This is an optimization exercise on Yosys and OpenROAD, whose aim is small area and a short achievable clock period, not a production implementation.
In this exercise RTL edits were held to simulation tests only and were not proved equivalent to the original.
Power figures rest on the tool's default switching activity, not on a simulated workload.

File: flow/design.v
`timescale 1ns / 1ps
module TopModule(
    input clk,
    input rst,
    input stallingControl,
    input forwardControl,
    output [31:0] imem_addr,
    input  [31:0] imem_rdata,
    output [31:0] dmem_addr,
    output [31:0] dmem_wdata,
    output dmem_we,
    output dmem_re,
    input  [31:0] dmem_rdata,
    output wb_we,
    output [4:0] wb_addr,
    output [31:0] wb_data
    );
   reg  [31:0] fq;             
   reg  [31:0] pc;             
   reg  [31:0] pcn;            
   reg  [31:0] ir;             
   reg  [31:0] rsv, rtv;       
   reg         e_rw, e_mr, e_mw, e_regdst;              
   reg         e_sub, e_or, e_and, e_xor;               
   reg  [4:0]  e_rt, e_rd;
   reg  [31:0] e_a, e_b;
   reg  [31:0] e_bx;           
   reg         e_fa1, e_fb1;   
   reg  [31:0] e_af, e_bf;     
   reg  [31:0] m_alu, m_st;    
   reg  [4:0]  m_wa;
   reg         m_rw, m_mr, m_mw;
   reg  [31:0] w_d;            
   reg  [4:0]  w_wa;
   reg         w_rw;
   wire [5:0] op = ir[31:26];
   wire [4:0] rs = ir[25:21];
   wire [4:0] rt = ir[20:16];
   wire [4:0] rd = ir[15:11];
   wire d_isR  = (op[5:2] == 4'b0000);
   wire d_lw   = (op == 6'b100011);
   wire d_sw   = (op == 6'b101011);
   wire d_beq  = (op == 6'b000100);
   wire d_xori = (op == 6'b001111);
   wire d_j    = (op == 6'b100000);
   wire d_rw   = d_isR | d_lw | d_xori;
   wire d_sub  = ~op[5] & ~op[3] & (op[1:0] == 2'b01);
   wire taken = (rsv == rtv);
   assign imem_addr = pc;
   wire x_rd    = (e_rd == rs) | (e_rd == rt);
   wire x_rt    = (e_rt == rs) | (e_rt == rt);
   wire lu      = e_mr & x_rt;
   wire stallb  = d_beq & ((e_rw & x_rd) | (e_mr & x_rt));
   wire flushc  = d_beq & taken & (~x_rd | (e_mr & ~x_rt));
   wire sc      = stallingControl;
   wire hazard  = sc & lu & ~d_beq;
   wire flush   = sc & flushc;
   wire pcwrite = ~(sc & (lu | stallb));
   wire irload  = (pc == 32'd0) | (pcwrite & ~flush);
   wire [4:0] e_wa = e_regdst ? e_rd : e_rt;
   wire        redir = ~hazard & ((d_beq & taken) | d_j);
   wire [31:0] tgt   = d_beq ? pc + {{14{ir[15]}}, ir[15:0], 2'b00}
                             : {pc[31:28], ir[25:0], 2'b00};
   reg  [31:0] rf [1:31];
   wire [31:0] rfa [0:31];
   assign rfa[0] = 32'd0;
   wire [31:0] wdn = m_mr ? dmem_rdata : m_alu;     
   wire [31:0] wd1 = wdn | {32{rst}};
   wire [31:0] wd0 = wdn & ~{32{rst}};
   genvar gi;
   generate
      for (gi = 1; gi < 32; gi = gi + 1) begin : g_rf
         localparam [31:0] RV = gi * 10;
         always @(posedge clk)
            if (rst | (m_rw & (m_wa == gi)))
               rf[gi] <= (RV & wd1) | (~RV & wd0);
         assign rfa[gi] = rf[gi];
      end
   endgenerate
   wire [4:0]  frs = fq[25:21];
   wire [4:0]  frt = fq[20:16];
   wire [31:0] lrs = (frs == 5'd0) ? 32'd0 :
                     (m_rw & (m_wa == frs)) ? wdn : rfa[frs];
   wire [31:0] lrt = (frt == 5'd0) ? 32'd0 :
                     (m_rw & (m_wa == frt)) ? wdn : rfa[frt];
   wire [31:0] hrs = (m_rw & (m_wa == rs) & (rs != 5'd0)) ? wdn : rsv;
   wire [31:0] hrt = (m_rw & (m_wa == rt) & (rt != 5'd0)) ? wdn : rtv;
   always @(posedge clk) begin
      if (rst) fq <= 32'd0;
      else     fq <= imem_rdata;
      if (rst)          pcn <= 32'd0;
      else if (pcwrite) pcn <= pc + 32'd1;
      if (rst)          pc <= 32'd0;
      else if (redir)   pc <= tgt;
      else if (pcwrite) pc <= pc + 32'd1;
      else              pc <= pcn;
      if (rst | flush) begin
         ir  <= 32'd0;
         rsv <= 32'd0;
         rtv <= 32'd0;
      end else if (irload) begin
         ir  <= fq;
         rsv <= lrs;
         rtv <= lrt;
      end else begin
         rsv <= hrs;
         rtv <= hrt;
      end
   end
   wire [31:0] d_bx  = ((d_lw | d_sw | d_xori) ? {{16{ir[15] & ~d_xori}}, ir[15:0]} : rtv)
                       ^ {32{d_sub}};
   wire        d_fa1 = e_rw & (e_wa != 5'd0) & (e_wa == rs);
   wire        d_fa2 = m_rw & (m_wa != 5'd0) & (m_wa == rs);
   wire        d_fb1 = e_rw & (e_wa != 5'd0) & (e_wa == rt);
   wire        d_fb2 = m_rw & (m_wa != 5'd0) & (m_wa == rt);
   always @(posedge clk) begin
      if (rst) begin
         e_rw    <= 1'b0;
         e_mr    <= 1'b0;
         e_mw    <= 1'b0;
      end else begin
         e_rw    <= ~hazard & d_rw;
         e_mr    <= ~hazard & d_lw;
         e_mw    <= ~hazard & d_sw;
      end
      e_regdst <= d_isR;
      e_sub    <= d_sub;
      e_or     <= (op[5] | op[3]) ? 1'b0 : (op[1:0] == 2'b10);
      e_and    <= (op[5] | op[3]) ? 1'b0 : (op[1:0] == 2'b11);
      e_xor    <= ~op[5] & op[3];
      e_rt     <= rt;
      e_rd     <= rd;
      e_a      <= rsv;
      e_b      <= rtv;
      e_bx     <= d_bx;
      e_fa1    <= d_fa1;
      e_fb1    <= d_fb1;
      e_af     <= d_fa1 ? 32'd0 : d_fa2 ? wdn : rsv;
      e_bf     <= d_fb1 ? 32'd0 : d_fb2 ? (wdn ^ {32{d_sub}}) : d_bx;
   end
   wire [31:0] opa = ({32{e_fa1}} & m_alu) | e_af;
   wire [31:0] opb = ({32{e_fb1}} & (m_alu ^ {32{e_sub}})) | e_bf;
   wire        e_log = e_xor | e_or | e_and;
   wire [32:0] sumf = {opa, 1'b1} + {opb, e_sub};
   wire [32:0] sum0 = {e_a, 1'b1} + {e_bx, e_sub};
   wire [31:0] logf = e_xor ? (opa ^ opb) : e_or ? (opa | opb) : (opa & opb);
   wire [31:0] log0 = e_xor ? (e_a ^ e_bx) : e_or ? (e_a | e_bx) : (e_a & e_bx);
   wire [31:0] resf = e_log ? logf : sumf[32:1];
   wire [31:0] res0 = e_log ? log0 : sum0[32:1];
   wire [31:0] res  = forwardControl ? resf : res0;
   always @(posedge clk) begin
      if (rst) begin
         m_rw <= 1'b0;
         m_mr <= 1'b0;
         m_mw <= 1'b0;
         w_rw <= 1'b0;
      end else begin
         m_rw <= e_rw;
         m_mr <= e_mr;
         m_mw <= e_mw;
         w_rw <= m_rw;
      end
      m_alu <= res;
      m_st  <= e_b;
      m_wa  <= e_wa;
      w_d   <= wdn;
      w_wa  <= m_wa;
   end
   assign dmem_addr  = m_alu;
   assign dmem_wdata = m_st;
   assign dmem_we    = m_mw;
   assign dmem_re    = m_mr;
   assign wb_we   = w_rw;
   assign wb_addr = w_wa;
   assign wb_data = w_d;
endmodule
File: flow/flow/run.sh
#!/bin/bash
# The standard layout (standard.sh, unchanged synthesis and steps), except that the
# input and output port buffers are sky130_fd_sc_hd__buf_2 cells instead of the delay
# cells buffer_ports picks by default. The make output goes to flow_make.log; each ORFS
# step writes its own log under orfs/logs/.
set -euo pipefail
cd "$(dirname "$0")/.."
bash standard.sh 'BUFFER_PORTS_ARGS=-buffer_cell sky130_fd_sc_hd__buf_2' finish > flow_make.log 2>&1
File: flow/standard.sh
#!/bin/bash
# synth_recipe.tcl (not shown) runs the flow's synth.tcl, then flattens the netlist and writes it again
# the make line also repeats each setting of config.mk as NAME=value (left out here)
make -C /OpenROAD-flow-scripts/flow DESIGN_CONFIG=/design/flow/config.mk WORK_HOME=/design/flow/orfs CLKGATE_MAP_FILE= SYNTH_SCRIPT=/design/flow/synth_recipe.tcl "${@:-finish}"
File: flow/config.mk
export PLATFORM = sky130hd
export DESIGN_NAME = TopModule
export DESIGN_NICKNAME = TopModule
export VERILOG_FILES = /design/flow/design.v
export SDC_FILE = /design/flow/constraint.sdc
export NUM_CORES = 4
export LEC_CHECK = 0
export CAP_MARGIN = 20
export CORE_MARGIN = 2
export CORE_UTILIZATION = 55
export CTS_CLUSTER_DIAMETER = 80
export CTS_CLUSTER_SIZE = 24
export PLACE_DENSITY = 0.65
export SETUP_SLACK_MARGIN = 4.0
export SLEW_MARGIN = 20
File: flow/constraint.sdc
create_clock -name core_clock -period 7.0 [get_ports {clk}]
set_input_delay 1.4000 -clock core_clock [delete_from_list [all_inputs] [get_ports {clk}]]
set_output_delay 1.4000 -clock core_clock [all_outputs]
set_load 0.01 [all_outputs]
==> results of run 1 <==
## path summary, 6_finish.rpt
| kind | cells after the start | slack [ps] | from | to |
|---|---|---|---|---|
| max | 13 | 3620 | e_sub | m_alu[23] |
| min | 0 | 320 | e_b[19] | m_st[19] |
| max reg2reg | 13 | 3620 | e_sub | m_alu[23] |
| min reg2reg | 0 | 320 | e_b[19] | m_st[19] |
## routing by layer
metal | part of all wire (%) | vias to the layer above | global-route usage [%]
met5 | 0.070 | - | 1.623
met4 | 10 | 12 | 32.78
met3 | 17 | 1970 | 19.79
met2 | 40 | 6314 | 64.98
met1 | 33 | 28230 | 56.48
li1 | - | 23640 | -
## cells by family (layout without fill, tap and decap cells)
| group | Yosys count | count (layout) |
|---|---|---|
| multiplexers | 118 | 118 |
| other | 0 | 19 |
| flip-flops | 1474 | 1474 |
| buffers and inverters | 629 | 935 |
| AO/OA/AOI/OAI | 1955 | 1959 |
| AND/OR/NAND/NOR | 1460 | 1464 |
| adder cells (fa/ha/maj) | 162 | 162 |
| XOR/XNOR | 240 | 240 |
## cell type report
cell class | count | area [sq um]
clock inverters | 25 | 297.8
multi-input cells | 3943 | 27880
fillers | 9454 | 43980
clock buffers | 92 | 2090
well taps | 1625 | 2033
inverters | 207 | 787.0
flip-flops and latches | 1474 | 39560
diodes | 19 | 47.55
repair buffers | 611 | 5036
## timing repair
| action | 4_1_cts | 5_1_grt |
|---|---|---|
| buffers inserted | 128 | 76 |
| pin swaps | 89 | 76 |
| resized for setup | 249 | 200 |
| gates cloned | 8 | 7 |
| endpoints found under the setup margin | 1040 | 678 |
## power by group through the flow
stage | Combinational [mW] | Clock, mW | Sequential [mW]
final | 4.09 | 5.25 | 11.6
after global routing | 4.24 | 5.48 | 11.7
after CTS | 3.76 | 5.20 | 11.6
after detailed placement | 3.56 | 0 | 11.7
after global placement | 3.51 | 0 | 11.7
after floorplan | 2.04 | 0 | 11.4
## cells in the final DEF (no fill, tap or decap), drive strengths merged, types with 37 or more instances in the layout
cell type  count
clkbuf        98
edfxtp       992
inv          218
nor4          37
a22oi        830
a211oi        99
nand3         95
xor2          83
a21oi        339
nor2         457
a222oi        56
dfxtp        482
xnor2        157
nand4        149
o211ai        71
nand2        442
mux2i        114
o21ai        225
o22ai         40
a21o          89
nor3          88
nor2b         57
ha           159
buf          602
## worst max-delay path: stages (launching register included)
cell	delay (ps)
dfxtp_4	470
buf_6	130
inv_4	30
fa_2	330
and2b_1	230
o211ai_2	110
a311o_1	330
o31a_1	290
or3_4	400
a21o_1	200
o21a_1	210
a21o_1	170
a221oi_2	280
nor2_1	70
==> impl_metrics.toml, run 1 <==
[logic_synthesis]
syn_avg_cell_area_sq_um = 11.18
synth_edf_count = 992
yosysTopAreaCellShare_pct = 44.13
synthFlopType = "edfxtp_1"
ys_types = 78
async_reset_ff_share_pct = 0
synthXorXnorAreaFrac_pct = 3.114
synth_area_leader_cell = "edfxtp_1"
synth_compound_area_share_pct = 20.04
yosysSeqAreaShare_pct = 58.42
synthTopCellsByArea = "edfxtp_1, dfxtp_1, a22oi_1"
synth-seq-cells = 1474
synthAdderAreaFrac_pct = 3.036
synth.most_common_cell = "edfxtp_1"
syn_area_sq_um = 67510
synth_warnings = 2
synthSimpleGateAreaFrac_pct = 10.04
synth.net_count = 6268
synth_common_cells = "edfxtp_1, a22oi_1, dfxtp_1"
synth_top_family_by_area = "compound AO/OA/AOI/OAI gates"
syn_inst = 6038
muxShareOfSynthArea_pct = 1.774

[sta]
whs_ps = 316.6
setup_violations = 0
slew_headroom_pct = 19.09
worstMarginPinSlew_ps = 1214
fin_crit_ps = 3378
timing_max_transition_violations_final = 0
fmax_ghz = 0.2960
fin_tns_setup_ps = 0
skew_ps = 39.90
rsz0062_at_grt = "true"
fin_crit_sh_pct = 48.26
finalWorstSetupSlack_ps = 3622
finalHoldViolCount = 0

[final_layout]
num-nets-final = 6545
largest_register = "rf"
fin_area_sq_um = 77740
largest_reg_flops = 992
layout-drive-gt1-share_pct = 17.74
fin_util_pct = 63.87
area_growth_pct = 15.15
layoutNonFillerInstCount = 7996

[drt]
drtIter0Drc = 14460
viasPerCell = 7.523
wire_per_inst_um = 37.88
via_count = 60160
first_pass_iters = 14
antenna_left = 0
drc = 0
drt-total-wl_um = 302900

[setup_path]
cp-start-kind = "flip-flop"
cp.required_ps = 7590
path_max_fanout = 8
end_kind = "flip-flop"
worstSetupPathType = "reg2reg"
cp.arrival_ps = 3970

[global_routing]
grt_usage_pct = 46.08
grt_pass1_vias = 54960
grt_first_pass_wirelength_um = 411200
antenna_found_initial = 19
overflow = 0
grt_max_degree = 84

[power]
pwr-share-clk_pct = 25.0
p_seq_share_pct = 55.5
ir_drop_mv = 0.2495
combPwrFrac_pct = 19.5
powerDensity_nw_per_um2 = 269.9
swShare_pct = 31.76
p_int_mw = 14.31
p_leak_nw = 28.84
fin_total_pwr_mw = 20.98
p_sw_mw = 6.663

[outcome]
status = "timing/DRC/antenna clean"

[floorplan]
start_util_pct = 55.46
fp.dieArea_sq_um = 125600
die_w_um = 354.3
io_pins = 204
coreArea_sq_um = 121700
rows = 128
die_h_um = 354.3

[placed_design]
dp_hpwl_um = 174300
pre_cts_ws_ps = 2714
io_buffers = 203
placed_area_sq_um = 71370
gp_congestion = 0.9846
placed_cells = 7640

[clock_network]
path_clk_slew_ps = 100
htreeDepth = 3
clock-sinks = 1474
cts_tree = "yes"
cts_made_buffers = 78
clockBufferDepth = 3
clk_latency_ps = 730
cts-hold-fix-buffers = 0
clockRootBuffer = "clkbuf_16"

[worst_hold_path]
hp-class = "reg2reg"

[job]
maxCapViolations = 0
==> run 2: changes to the inputs <==
==> flow/run.sh (new file) <==
#!/bin/bash
# synth_recipe.tcl (not shown) runs the flow's synth.tcl, then flattens the netlist and writes it again
# the make line also repeats each setting of config.mk as NAME=value (left out here)
make -C /OpenROAD-flow-scripts/flow DESIGN_CONFIG=/design/flow/config.mk WORK_HOME=/design/flow/orfs CLKGATE_MAP_FILE= SYNTH_SCRIPT=/design/flow/synth_recipe.tcl finish
removed: flow/flow/run.sh
removed: flow/standard.sh
==> impl_metrics.toml, run 2 <==
[outcome]
status = "timing/DRC/antenna clean"

[final_layout]
num-nets-final = 6570
layout_common_cells = "edfxtp_1, a22oi_1, nand2_1"
area_growth_pct = 16.70
largest_register = "rf"
final_common_cell = "edfxtp_1"
layout-drive-gt1-share_pct = 15.87
largest_reg_flops = 992

[global_routing]
antenna_found_initial = 21
grt_first_pass_wirelength_um = 415500
grt_pass1_vias = 54650
grt_max_degree = 85
overflow = 0
grt_usage_pct = 46.70

[clock_network]
clockBufferDepth = 3
cts_tree = "yes"
clk_latency_ps = 750
path_clk_slew_ps = 90
cts-hold-fix-buffers = 0
clock-sinks = 1474
cts_made_buffers = 79
htreeDepth = 3
clockRootBuffer = "clkbuf_16"

[floorplan]
coreArea_sq_um = 121700
die_w_um = 354.3
die_h_um = 354.3
start_util_pct = 55.46
io_pins = 204
fp.dieArea_sq_um = 125600
rows = 128

[sta]
fin_crit_sh_pct = 48.95
worstMarginPinSlew_ps = 1253
fmax_ghz = 0.2918
skew_ps = 46.31
rsz0062_at_grt = "true"
timing_max_transition_violations_final = 0
fin_tns_setup_ps = 0
setup_violations = 0
fin_crit_ps = 3426
finalHoldViolCount = 0
slew_headroom_pct = 16.46
finalWorstSetupSlack_ps = 3574

[drt]
wire_per_inst_um = 38.31
antenna_left = 0
first_pass_iters = 15
drtIter0Drc = 13340
drc = 0
via_count = 60310
viasPerCell = 7.518
drt-total-wl_um = 307300

[setup_path]
cp.arrival_ps = 3800
worstSetupPathType = "reg2reg"
max_stage_delay_ps = 620
critPathBufInv = 2
cp_top_family = "simple AND/OR/NAND/NOR gates"
cp-start-kind = "flip-flop"
crit_top_cell = "nand2_1"
path_cells = "inv_1 > nand2_1 > nor2_1 > nand2_1 > nand2_2 > buf_4"
end_kind = "flip-flop"
cp_slowest_cell = "nand2_2"
path_max_fanout = 17
cp.required_ps = 7370

[logic_synthesis]
synth.net_count = 6268
yosysSeqAreaShare_pct = 58.42
synth.most_common_cell = "edfxtp_1"
synthFlopType = "edfxtp_1"
ys_types = 78
synth_warnings = 2
async_reset_ff_share_pct = 0
syn_area_sq_um = 67510
synth_area_leader_cell = "edfxtp_1"
synth-seq-cells = 1474
synthTopCellsByArea = "edfxtp_1, dfxtp_1, a22oi_1"
synth_common_cells = "edfxtp_1, a22oi_1, dfxtp_1"
syn_inst = 6038
synth_edf_count = 992
syn_avg_cell_area_sq_um = 11.18
yosysTopAreaCellShare_pct = 44.13

[placed_design]
pre_cts_ws_ps = 2479
dp_hpwl_um = 177700
io_buffers = 203
gp_congestion = 1.002

[worst_hold_path]
hp-class = "reg2reg"

[power]
powerDensity_nw_per_um2 = 268.8
ir_drop_mv = 0.2556
p_leak_nw = 29.36

[job]
maxCapViolations = 0
==> run 2: cell type report <==
class | count | area [sq um]
multi-input combinational | 3947 | 27960
fill | 9430 | 42940
timing repair buffer | 631 | 5834
sequential | 1474 | 39690
tap | 1625 | 2033
clock buffer | 89 | 2046
antenna | 19 | 47.55
inverter | 207 | 787.0
clock inverter | 30 | 375.4
==> run 2: cells by family after synthesis <==
logic type,after synthesis,synth area share (%)
AO/OA/AOI/OAI,1955,20.04
adder cells (fa/ha/maj),162,3.036
AND/OR/NAND/NOR,1460,10.04
flip-flops,1474,58.42
buffers and inverters,629,3.579
XOR/XNOR,240,3.114
multiplexers,118,1.774
==> run 2: final timing paths <==
| check | from | to | slack (ps) | depth (start not counted) |
|---|---|---|---|---|
| worst min-delay path | e_b[5] | m_st[5] | 330 | 0 |
| worst max-delay path | m_wa[0] | rf[6][14] | 3570 | 6 |
| worst min register to register | e_b[5] | m_st[5] | 330 | 0 |
| worst max register to register | m_wa[0] | rf[6][14] | 3570 | 6 |
==> run 2: stage by stage <==
stage	power (mW)	area [sq um]	util (%)	std cells	hold slack, ps
after floorplan	13.46	67710	-	6038	309.6
after global placement	15.44	72410	59.49	7643	312.3
after detailed placement	15.50	72460	59.53	7644	313.6
after CTS	20.68	77130	63.37	7924	333.7
after global routing	21.62	78740	64.69	8006	339.1
final	21.18	78780	64.72	8022	331.8
==> run 2: repair_timing <==
| item | CTS | global route |
|---|---|---|
| setup buffers | 153 | 72 |
| pin swaps | 90 | 92 |
| setup endpoints to repair | 666 | 303 |
| gates resized for setup | 378 | 247 |
| gates cloned | 8 | 6 |
==> run 2: power by group <==
part	internal [mW]	switching (mW)	leakage (nW)	total, mW
sequential	10.8	0.895	14.1	11.6
combinational	1.45	2.79	14.1	4.24
clock	2.25	3.04	1.17	5.29
==> run 2: routing by layer <==
layer / vias up / share of wire (%) / global-route usage [%]
li1: 23730 / - / -
met5: - / 0.18 / 2.113
met3: 1908 / 17 / 20.48
met2: 6177 / 40 / 65.92
met1: 28480 / 33 / 57.34
met4: 20 / 9.6 / 32.03
==> run 3: changes to the inputs <==
--- a/flow/config.mk
+++ b/flow/config.mk
@@ -12,4 +12,4 @@
 export CTS_CLUSTER_SIZE = 24
 export PLACE_DENSITY = 0.65
-export SETUP_SLACK_MARGIN = 4.0
+export SETUP_SLACK_MARGIN = 3.7
 export SLEW_MARGIN = 20
==> impl_metrics.toml, run 3 <==
[setup_path]
cp-start-kind = "flip-flop"
path_max_fanout = 6
timing.rr.start = "e_sub"
max_stage_delay_ps = 460
rrSetupSlack_ps = 3540
path_depth = 14
end_kind = "flip-flop"
critPathBufInv = 1
cp.required_ps = 7640
cp_top_family = "compound AO/OA/AOI/OAI gates"
r2r_cells = 14
path_cells = "xor2_2 > a21o_1 > ha_4 > a21oi_2 > nand4b_1 > nand3_2 > a31o_4 > a311o_1 > a221oi_4 > buf_4 > o22ai_1 > mux2i_1 > o22ai_2 > a21oi_1"
cp_slowest_cell = "dfxtp_4"
worstSetupPathType = "reg2reg"
cp.arrival_ps = 4100
rr_endpoint = "m_alu[20]"

[global_routing]
grt_max_degree = 70
overflow = 0
grt_pass1_vias = 54340
grt_usage_pct = 46.09
grt_first_pass_wirelength_um = 411600
antenna_found_initial = 16

[outcome]
status = "timing/DRC/antenna clean"

[drt]
viasPerCell = 7.488
wire_per_inst_um = 37.92
drc = 0
first_pass_iters = 12
via_count = 59200
drtIter0Drc = 13250
drt-total-wl_um = 299700
antenna_left = 0

[final_layout]
fin_util_pct = 63.34
area_growth_pct = 14.20
largest_reg_flops = 992
final_common_cell = "edfxtp_1"
multi_input_area_sq_um = 27330
largest_register = "rf"
layout_common_cells = "edfxtp_1, a22oi_1, dfxtp_1"
num-nets-final = 6463
final-seq-area_sq_um = 39490
layout-drive-gt1-share_pct = 11.75
nFillCells = 9483

[clock_network]
cts-hold-fix-buffers = 0
cts_made_buffers = 79
clock-sinks = 1474
path_clk_slew_ps = 90
cts_tree = "yes"
htreeDepth = 3
clockBufferDepth = 3
clk_latency_ps = 750
clockRootBuffer = "clkbuf_16"

[placed_design]
gp_congestion = 1.023
dp_hpwl_um = 175400
io_buffers = 203

[floorplan]
io_pins = 204
rows = 128
start_util_pct = 55.46
die_w_um = 354.3
die_h_um = 354.3
coreArea_sq_um = 121700
fp.dieArea_sq_um = 125600

[logic_synthesis]
synthFlopType = "edfxtp_1"
synth-seq-cells = 1474
synth_edf_count = 992
muxShareOfSynthArea_pct = 1.774
synthSimpleGateAreaFrac_pct = 10.04
synth_top_family_by_area = "compound AO/OA/AOI/OAI gates"
synth.most_common_cell = "edfxtp_1"
synth_compound_area_share_pct = 20.04
synthTopCellsByArea = "edfxtp_1, dfxtp_1, a22oi_1"
syn_area_sq_um = 67510
synthXorXnorAreaFrac_pct = 3.114
async_reset_ff_share_pct = 0
synth_area_leader_cell = "edfxtp_1"
yosysTopAreaCellShare_pct = 44.13
yosysSeqAreaShare_pct = 58.42
syn_inst = 6038
synth_warnings = 2
synth_common_cells = "edfxtp_1, a22oi_1, dfxtp_1"
syn_avg_cell_area_sq_um = 11.18
synthAdderAreaFrac_pct = 3.036
synth.net_count = 6268
ys_types = 78

[power]
p_seq_share_pct = 54.8
swShare_pct = 31.39
p_leak_nw = 28.09
p_sw_mw = 6.644
combPwrFrac_pct = 19.7
p_int_mw = 14.53
powerDensity_nw_per_um2 = 274.6
pwr-share-clk_pct = 25.5
ir_drop_mv = 0.3362

[sta]
fmax_ghz = 0.2887
fin_crit_ps = 3463
skew_ps = 51.53
fin_tns_setup_ps = 0
finalHoldViolCount = 0
worstMarginPinSlew_ps = 1172
setup_violations = 0
rsz0062_at_grt = "true"
fin_crit_sh_pct = 49.48
slew_headroom_pct = 21.81
timing_max_transition_violations_final = 0

[worst_hold_path]
min_from = "e_b[31]"
hp-class = "reg2reg"
hold_end = "m_st[31]"
min_delay_path_depth = 0

[job]
maxCapViolations = 0
[run 3: cell counts after synthesis]
Identical to the previous run, type by type.
[run 3: final cells by class]
class	instances	area share, %
clock inverters	28	0.4885
inverters	207	1.014
clock buffers	90	2.727
flip-flops and latches	1474	51.23
well taps	1625	2.637
multi-input cells	3942	35.45
repair buffers	529	6.429
diodes	10	0.03246
[run 3: per-layer routing]
layer  track usage [%]  share of wire (%)  vias up
li1                  -                  -    23430
met1             57.13                 34    27970
met2             65.80                 41     5988
met3             19.91                 16     1784
met4             29.34                8.8       26
met5             1.396               0.15        -
[run 3: power by group through the flow]
stage	Sequential, mW	Clock (mW)	Combinational (mW)
after global placement	11.7	0	3.70
after detailed placement	11.7	0	3.75
after CTS	11.5	5.35	3.89
after floorplan	11.4	0	2.01
final	11.6	5.40	4.17
after global routing	11.7	5.64	4.32
[run 3: stage by stage]
stage	cell area, sq um	power, mW	setup slack (ps)	hold WS [ps]	instances
floorplan	67550	13.44	3655	309.6	6038
global placement	72140	15.40	2542	310.1	7638
detailed placement	72250	15.46	2502	312.1	7644
CTS	76280	20.76	3538	332.6	7856
global route	77070	21.63	3408	337.2	7896
finish	77090	21.17	3537	334.3	7905
[run 3: worst max-delay path by stage]
stage | start | endpoint | slack [ps]
floorplan | rst | rf[20][0] | 3650
detailed placement | stallingControl | rtv[10] | 2500
global placement | stallingControl | rsv[14] | 2540
global route | e_sub | m_alu[20] | 3410
CTS | e_sub | m_alu[23] | 3540
finish | e_sub | m_alu[20] | 3540
[run 3: cell families (layout without fill, tap and decap cells)]
group,after synthesis,in the layout
AOI/OAI and AO/OA,1955,1958
xor gates and xnor gates,240,240
adders and majority gates,162,162
buffers and inverters,629,854
DFF,1474,1474
muxes,118,118
other,0,10
and+or+nand+nor,1460,1464
[run 3: what timing repair did]
action                     in CTS  in global routing
setup buffers                  87                 36
gates cloned                    7                  2
setup endpoints to repair     186                131
gates resized for setup       145                118
pin swaps                      76                 49

## static timing again, ports no longer ideal
Ports are ideal in the flow. The routed layouts listed here were re-timed in OpenROAD. Step 1 (the two cells are an assumption about what drives the block):
set clk [get_ports {clk}]
set_driving_cell -lib_cell sky130_fd_sc_hd__clkbuf_16 $clk
set_driving_cell -lib_cell sky130_fd_sc_hd__buf_2 [delete_from_list [all_inputs] $clk]
Step 2 moves the port delays by t, midway between the first and last clock arrival at a register: inputs arrive t later, outputs are due t later. That takes back most of the time a late clock gives input paths. Slacks: ideal / step 1 / step 2; pairs: ideal / step 1.
run	t (ns)	setup WS [ns]	worst hold slack (ns)	worst register clock-pin slew, ns	worst slew at a driven data input, ns
run 1	0.784	3.622 / 3.622 / 3.279	0.317 / 0.317 / 0.317	0.11 / 0.11	0.13
run 2	0.801	3.574 / 3.574 / 3.079	0.332 / 0.332 / 0.332	0.10 / 0.10	0.12
run 3	0.793	3.537 / 3.537 / 2.897	0.334 / 0.334 / 0.334	0.11 / 0.11	0.12
After both steps setup and hold are still met in every run listed. The setup slack of run 3, which loses most, moves by 0.000 ns with the drivers and by -0.640 ns with both steps.
